From an optimization exercise on the open Yosys and OpenROAD flow, aimed at small area, a short achievable clock period and few clock cycles; shortcuts taken in it are not production practice.
Only simulation tests tie the RTL to the original design; equivalence was not proved.
No activity file was given, so power comes from the tool's default toggle rates.

<file path="design/flow/config.mk">
export PLATFORM = sky130hd
export DESIGN_NAME = calculator
export DESIGN_NICKNAME = calculator
export VERILOG_FILES = /design/flow/design.v
export SDC_FILE = /design/flow/constraint.sdc
export NUM_CORES = 4
export LEC_CHECK = 0
export CAP_MARGIN = 20
export CORE_MARGIN = 2
export CORE_UTILIZATION = 40
export SLEW_MARGIN = 20
</file>
<file path="design/flow/run.sh">
#!/bin/bash
# synth_recipe.tcl (not shown) runs the flow's synth.tcl, then flattens the netlist and writes it again
# the make line also repeats each setting of config.mk as NAME=value (left out here)
make -C /OpenROAD-flow-scripts/flow DESIGN_CONFIG=/design/flow/config.mk WORK_HOME=/design/flow/orfs CLKGATE_MAP_FILE= SYNTH_SCRIPT=/design/flow/synth_recipe.tcl finish
</file>
<file path="design/flow/constraint.sdc">
create_clock -name core_clock -period 9.0 [get_ports {clk}]
set_input_delay 1.8000 -clock core_clock [delete_from_list [all_inputs] [get_ports {clk}]]
set_output_delay 1.8000 -clock core_clock [all_outputs]
set_load 0.01 [all_outputs]
</file>
<file path="design/flow/design.v">
module LIFO
	#(parameter AWF=3,   
	  parameter DW=8    
	)
(
	input wire clk,
	input wire rst,
	input wire en,
	input wire wr,
	input wire [DW-1:0] dat_i,
	output wire [DW-1:0] dat_o,
	output reg [AWF:0] counter,
	output reg [1:0] error,
	output reg empty,
	output reg full
);
	reg [DW-1:0] stack_mem[1:2**AWF];
	reg [AWF:0] SP;
	always @(posedge clk) begin
		if(rst) begin
			SP <= 2**AWF;
			error <= 0;
		end 
		else if(en) begin
			error <= 0;
			if(wr==1) begin
				if(full==1) begin
					error <= 1;
				end else begin
					stack_mem[SP] <= dat_i;
					SP <= SP - 1;
				end
			end else begin
				if(empty==1) begin
					error <= 2;
				end else begin
				 	SP <= SP + 1;
				end
			end
		end
	end
	assign dat_o = stack_mem[SP+1];
	always @(*) begin
		if(SP==2**AWF) begin
			empty=1;
			full=0;
			counter=0;
		end 
		else if(SP==0) begin
			empty=0;
			full=1;
			counter=2**AWF;
		end else begin
			empty=0;
			full=0;
			counter=2**AWF - SP;
		end
	end
endmodule
module calculator 
	#( parameter MDF=3  
		) 
	(
	input wire clk,
	input wire rst,
	output reg rdy,
	input wire req_valid,
	input wire [2:0] req_instr,
	input wire [31:0] req_operand,
	output wire result_valid,
	output wire [31:0] result,
	output reg [7:0] error
);
	parameter DATA_WIDTH=32; 
	reg en;
	reg wr;
	reg [DATA_WIDTH-1:0] dat_i;
	wire [MDF:0] counter;
	wire [DATA_WIDTH-1:0] dat_o;
	wire [1:0] st_err;
	wire empty;
	wire full;
	LIFO #(MDF,DATA_WIDTH) i_stack(
		.clk(clk),
		.rst(rst),
		.en(en),
		.wr(wr),
		.dat_i(dat_i),
		.dat_o(dat_o),
		.counter(counter),
		.error(st_err),
		.empty(empty),
		.full(full)
	);
	reg [3:0] op_cnt; 	 
	reg [31:0] operand1;  
	reg [31:0] operand2;  
	reg [1:0] st_ctl;  
	reg       st_release;  
	reg [3:0] st_state;  
	localparam st0=4'b0001;   
	localparam st1=4'b0010;   
	localparam st2=4'b0100;   
	localparam st3=4'b1000;   
	always @(posedge clk) begin
		if(rst) begin
			en <= 0;
			wr <= 0;
			op_cnt <= 0;
			st_state <= st0;
		end else begin
			en <= 0;
			wr <= 0;
			case(st_state)
				st0: begin 
					if(st_ctl==1) st_state<=st1; 
					else if(st_ctl==2) st_state<=st2;
				end
				st1: begin  
					en<=1; 
					wr<=1; 
					st_state<=st3; 
				end
				st2: begin  
					wr<=0; 
					operand1<=dat_o; 
					operand2<=operand1; 
					op_cnt <= op_cnt + 1; 
					if(op_cnt <= 1) begin 
						en<=1; 
					end else begin
						en<=0; 
						st_state <= st3; 
						op_cnt <= 0;
					end
				end
				st3: begin  
					if(st_release) st_state<=st0;
				end
				default: st_state<=st0; 
			endcase
		end
	end
	reg [31:0] alg_result; 
	reg [2:0] alg_ctl; 
	reg       alg_release; 
	reg [5:0] alg_state; 
	reg [4:0]  div_cnt;   
	reg [31:0] div_rem;   
	reg [31:0] div_quo;   
	wire [32:0] div_trial = {div_rem, div_quo[31]} - {1'b0, operand2};
	localparam alg0=6'b000001;  
	localparam alg1=6'b000010;  
	localparam alg2=6'b000100;  
	localparam alg3=6'b001000;  
	localparam alg4=6'b010000;  
	localparam alg5=6'b100000;  
	always @(posedge clk) begin
		if(rst) begin
			alg_state <= alg0;
		end else begin
			case(alg_state)
				alg0: begin 
					if(alg_ctl==1) alg_state<=alg1; 
					else if(alg_ctl==2) alg_state<=alg2;
					else if(alg_ctl==3) alg_state<=alg3;
					else if(alg_ctl==4) begin
						alg_state<=alg4;
						div_cnt<=0;
						div_rem<=0;
						div_quo<=operand1;
					end
				end
				alg1: begin
					alg_result <= operand1 + operand2;
					alg_state <= alg5;
				end
				alg2: begin
					alg_result <= operand1 - operand2;
					alg_state<=alg5;
				end
				alg3: begin 
					alg_result <= operand1 * operand2;
					alg_state<=alg5;
				end
				alg4: begin
					if(div_trial[32]) begin
						div_rem <= {div_rem[30:0], div_quo[31]};
						div_quo <= {div_quo[30:0], 1'b0};
					end else begin
						div_rem <= div_trial[31:0];
						div_quo <= {div_quo[30:0], 1'b1};
					end
					div_cnt <= div_cnt + 1;
					if(div_cnt==31) begin
						alg_result <= {div_quo[30:0], ~div_trial[32]};
						alg_state<=alg5;
					end
				end
				alg5: begin
					if(alg_release) alg_state<=alg0;
				end
				default: alg_state<= alg0;
			endcase
		end
	end
	reg [3:0] op_ctl;
	reg 			op_flag;  
	reg       op_release;
	reg [31:0] dat_tmp;
	always @(posedge clk) begin
		if(rst) begin
			op_ctl <= 0;  
			op_flag <= 0; 
			rdy<=1;
		end else begin
			op_flag <= 0;  						 
			if(op_ctl==1) op_ctl<= 0;  
			if(req_valid&&rdy&&(error==0)) begin  
				rdy<= 0;  							 
				op_ctl <= req_instr+1;   
				dat_tmp<= req_operand;   
				if(req_instr==1||req_instr==2||req_instr==3||req_instr==4) op_flag<= 1; 
			end else if(op_release==1) begin
				rdy<=1;
			end
		end
	end
	reg [2:0] op_state;
	localparam  OP0=3'b001;  
	localparam  OP1=3'b010;  
	localparam  OP2=3'b100;  
	always @(posedge clk) begin
		if(rst) begin
			op_state <= OP0;
			st_release<=0;
			st_ctl<=0;
			alg_release<=0;
			alg_ctl<=0;
			op_release<=0;
		end else begin
			st_release<=0;
			alg_release<=0;
			op_release<=0;
			case(op_state)
				OP0: begin  
					if(op_ctl==1) op_state <= OP1;  
					else if(op_flag==1) op_state <= OP2;  
				end
				OP1: begin   
					if(st_state==st0) begin   
						st_ctl<=1;
						dat_i<= dat_tmp;  
					end else begin
						if(st_state==st3) begin  
							st_ctl<=0;
							st_release<=1;
							op_release<=1;
							op_state<=OP0;
						end
					end
				end
				OP2: begin  
					if(st_state==st0 && alg_state==alg0) begin   
						st_ctl<=2;   
					end else begin
						if(st_state==st3 && alg_state==alg0) begin  
							st_release<=1;  
							st_ctl<=0;     
							if(op_ctl==2) alg_ctl<=1;    
							else if(op_ctl==3) alg_ctl<=2;    
							else if(op_ctl==4) alg_ctl<=3;    
							else if(op_ctl==5) alg_ctl<=4;    
						end else begin
							if(st_state==st0 && alg_state==alg5) begin  
								st_ctl<=1;      
								dat_i<= alg_result;  
							end else begin
								if(st_state==st3) begin
									st_ctl<=0;
									st_release<=1;
									alg_ctl<=0;
									alg_release<=1;
									op_release<=1;
									op_state<=OP0;
								end
							end
						end
					end
				end
				default: begin
					op_state <= OP0;
					st_ctl<=0;
					alg_ctl<=0;
				end
			endcase
		end
	end 
	assign result = dat_o;
	assign result_valid = (op_release | rdy )&(counter>0);
	always @(*) begin
		if(counter<2&&req_valid&&req_instr!=0) error = 1; 
		else if(full&&req_valid&&req_instr==0) error = 2; 
		else if(req_valid&&req_instr>4) error = 3; 
		else error=0;
	end
endmodule
</file>
==> flow_summary.ini <==
[global_route]
grt_usage_pct = 21.9
grt_max_degree = 70
grt_pass1_wl_um = 170000
antenna_found_initial = 3
grt_pass1_vias = 26900
grt_overflow = 0

[clock_network]
cts_buffers = 55
ctsResizeCount = 0
postCtsSetupBuffers = 0
cts_tree = built
cts_buffer_depth = 3
worstSkewPairLatency_ps = 640
htree_levels = 2
clockRootBuffer = clkbuf_16
clk_pin_slew_ps = 70
cts.sinks = 522
cts_hold_buf = 0

[sta]
finalSetupTns_ps = 0
setup_viol = 0
max_clock_freq_mhz = 123
tightest_slew_ps = 1170
slew_headroom_pct = 21.7
rsz0062_at_grt = false
fin_crit_sh_pct = 90.1
finalHoldViolCount = 0
finClkSkew_ps = 26.3
slew_viol_final = 0
fin_crit_ps = 8110

[finish]
final_common_cell = edfxtp_1
final_cell_mix = 485 x edfxtp_1, 469 x nand2_1, 440 x inv_1
num-nets-final = 4193
layout-drive-gt1-share_pct = 8.59
postLayoutCellArea_mm2 = 0.0441
n_fill_cell = 9064
syn_to_final_growth_pct = 10.6

[setup_path]
cp.required_ps = 9380
critical_path_class = reg2reg
cp-end-kind = flop
timing.rr.start = operand2[3]
path_max_fanout = 30
cp-startpoint = operand2[3]
arrival_ps = 8490
worst_setup_path_start_kind = flop

[synthesis]
synth-warning-count = 2
yosys_register_bits = 522
synth_cells = 3498
synth_ff_type = edfxtp_1
netlist_area_mm2 = 0.0399
synthTopCellsByArea = edfxtp_1 37%, fa_1 21%, ha_1 6.4%
synth_top_area_cell = edfxtp_1
synth.top_cell.area_share_pct = 36.5
seq_area_frac_synth_pct = 38.4
ys_types = 87
avgSynthCellArea_um2 = 11.4
synth-edff-count = 485
async_flop_share_pct = 0

[power]
power.leakage_nw = 17.9
p_per_area_mw_per_mm2 = 115
power_w = 0.00507
vdd_drop_max_mv = 0.172

[placement]
portBuffers = 73
dp_hpwl_um = 79700
place_area_mm2 = 0.0422
gp_congestion = 0.930

[floorplan]
io_pins = 80
fp.coreArea_mm2 = 0.0986
die_h_um = 320
placementRows = 115
die_x_um = 320
dieArea_mm2 = 0.102
start_util_pct = 40.5

[route]
vias_per_cell = 5.35
dr.pass1.iters = 5
antenna_left = 0
drt-total-wl_um = 110000
wl_per_cell_um = 22.6
vias = 26100
drc = 0
drt_iter0_drc = 2312

[run]
max-cap-violations = 0

[run_status]
outcome = no timing/DRC/antenna violations

[min_path]
hp-start = alg_ctl[1]
hp-class = reg2reg
## cell usage after synthesis (13+ instances only)
| cell | count |
|---|---|
| o221ai_1 | 13 |
| a21oi_1 | 99 |
| a21o_1 | 40 |
| mux2i_1 | 37 |
| nor3_1 | 20 |
| clkbuf_1 | 147 |
| nand2b_1 | 30 |
| mux4_2 | 64 |
| edfxtp_1 | 485 |
| dfxtp_1 | 37 |
| o21ai_0 | 68 |
| o21a_1 | 21 |
| xnor2_1 | 126 |
| and2_1 | 297 |
| mux2_2 | 33 |
| inv_1 | 440 |
| nand3_1 | 17 |
| xor2_1 | 50 |
| nor2_1 | 140 |
| ha_1 | 204 |
| nand2_1 | 470 |
| o211ai_1 | 16 |
| fa_1 | 410 |
## per-stage QoR
step	worst slack, ps	util [%]	hold WS, ps	std cells
global route	533	44.7	505	4874
global placement	947	42.8	465	4770
detailed placement	905	42.9	478	4771
CTS	872	44.7	490	4874
finish	892	44.7	492	4875
floorplan	1320	-	430	3503
## critical path, stage by stage, from the launching register on
cell and delay [ps]:
edfxtp_1 1080, and2_1 260, fa_1 420, inv_1 80, fa_1 430, fa_1 490, fa_1 550, inv_1 60
fa_1 500, inv_1 50, fa_1 530, inv_1 50, fa_1 520, fa_1 430, ha_1 380, a21oi_1 160
o21ai_0 140, or3_1 370, o22ai_1 130, nor2_1 80, a41o_1 280, o31a_1 270, a31oi_1 210, xnor2_1 100
a211o_1 300
## power by group
part | internal, W | switching [W] | total (W)
registers | 0.00262 | 0.00000662 | 0.00263
logic | 0.0000298 | 0.0000343 | 0.0000641
clock network | 0.00135 | 0.00102 | 0.00237
## state kept, by name, indices dropped and copies added (netlist names), 2 cells and up
signal,flops
alg_result,32
alg_ctl,3
st_state,4
op_state,3
op_ctl,4
st_ctl,2
operand2,32
i_stack.SP,4
op_cnt,4
div_rem,32
i_stack.stack_mem,256
div_quo,32
alg_state,6
div_cnt,5
operand1,32
dat_tmp,32
dat_i,32
## logic make-up after synthesis
| group | count (synthesis) | share of synthesized area, % |
|---|---|---|
| compound gates | 370 | 6.23 |
| xor+xnor | 177 | 3.93 |
| fa+ha+maj | 615 | 27.0 |
| buf+inv | 611 | 5.88 |
| flops | 522 | 38.4 |
| mux | 134 | 5.47 |
| other cells | 1 | 0.00940 |
| simple gates | 1068 | 13.1 |
## routing by layer
layer | vias to the layer above | global-route usage [%] | wire (µm)
li1 | 11700 | - | -
met1 | 13300 | 30.6 | 48100
met2 | 832 | 35.0 | 50800
met3 | 202 | 2.94 | 6880
met4 | 0 | 8.05 | 4610
met5 | - | 0 | 0
## worst paths after layout
check,to,slack [ps],depth (start not counted)
hold reg to reg,alg_state[2],490,2
hold / removal,alg_state[2],490,2
setup / recovery,alg_result[31],890,24
setup reg to reg,alg_result[31],890,24
## layout make-up
cell class,instances,area (µm²),area share (%)
Timing Repair Buffer,151,1330,3.01
Sequential cell,522,15300,34.7
Tap cell,1287,1610,3.65
Inverter,441,1660,3.75
Multi-Input combinational cell,2370,22300,50.6
Clock inverter,39,430,0.976
Clock buffer,64,1430,3.25
Antenna cell,1,2.50,0.00567
Testbench counts, summed over its fixed seeds: cycles 46,876.

## port drivers added, routing unchanged
No port has a modelled driver above. Below, the same layout with a new extraction and two added sets of constraints. Step 1 sets driving cells, clkbuf_16 on the clock port and buf_2 on the other inputs (assumed; they add their load-dependent delay and slew). Step 2, shift: input delay + t, output delay - t, t = (earliest + latest rising clock arrival at the registers) / 2. This alone moves slack from input paths to output paths. a / b / c = ideal ports / drivers / drivers and shift; a / b = the first two.
t, ns: 0.691
slack for setup (ns): 0.892 / 0.892 / 0.892
hold WS [ns]: 0.492 / 0.492 / 0.492
pins driven straight from the clock port: 1
After both steps this run still meets setup and hold. The setup slack of this run moves by 0.000 ns with the drivers and by 0.000 ns with both steps.
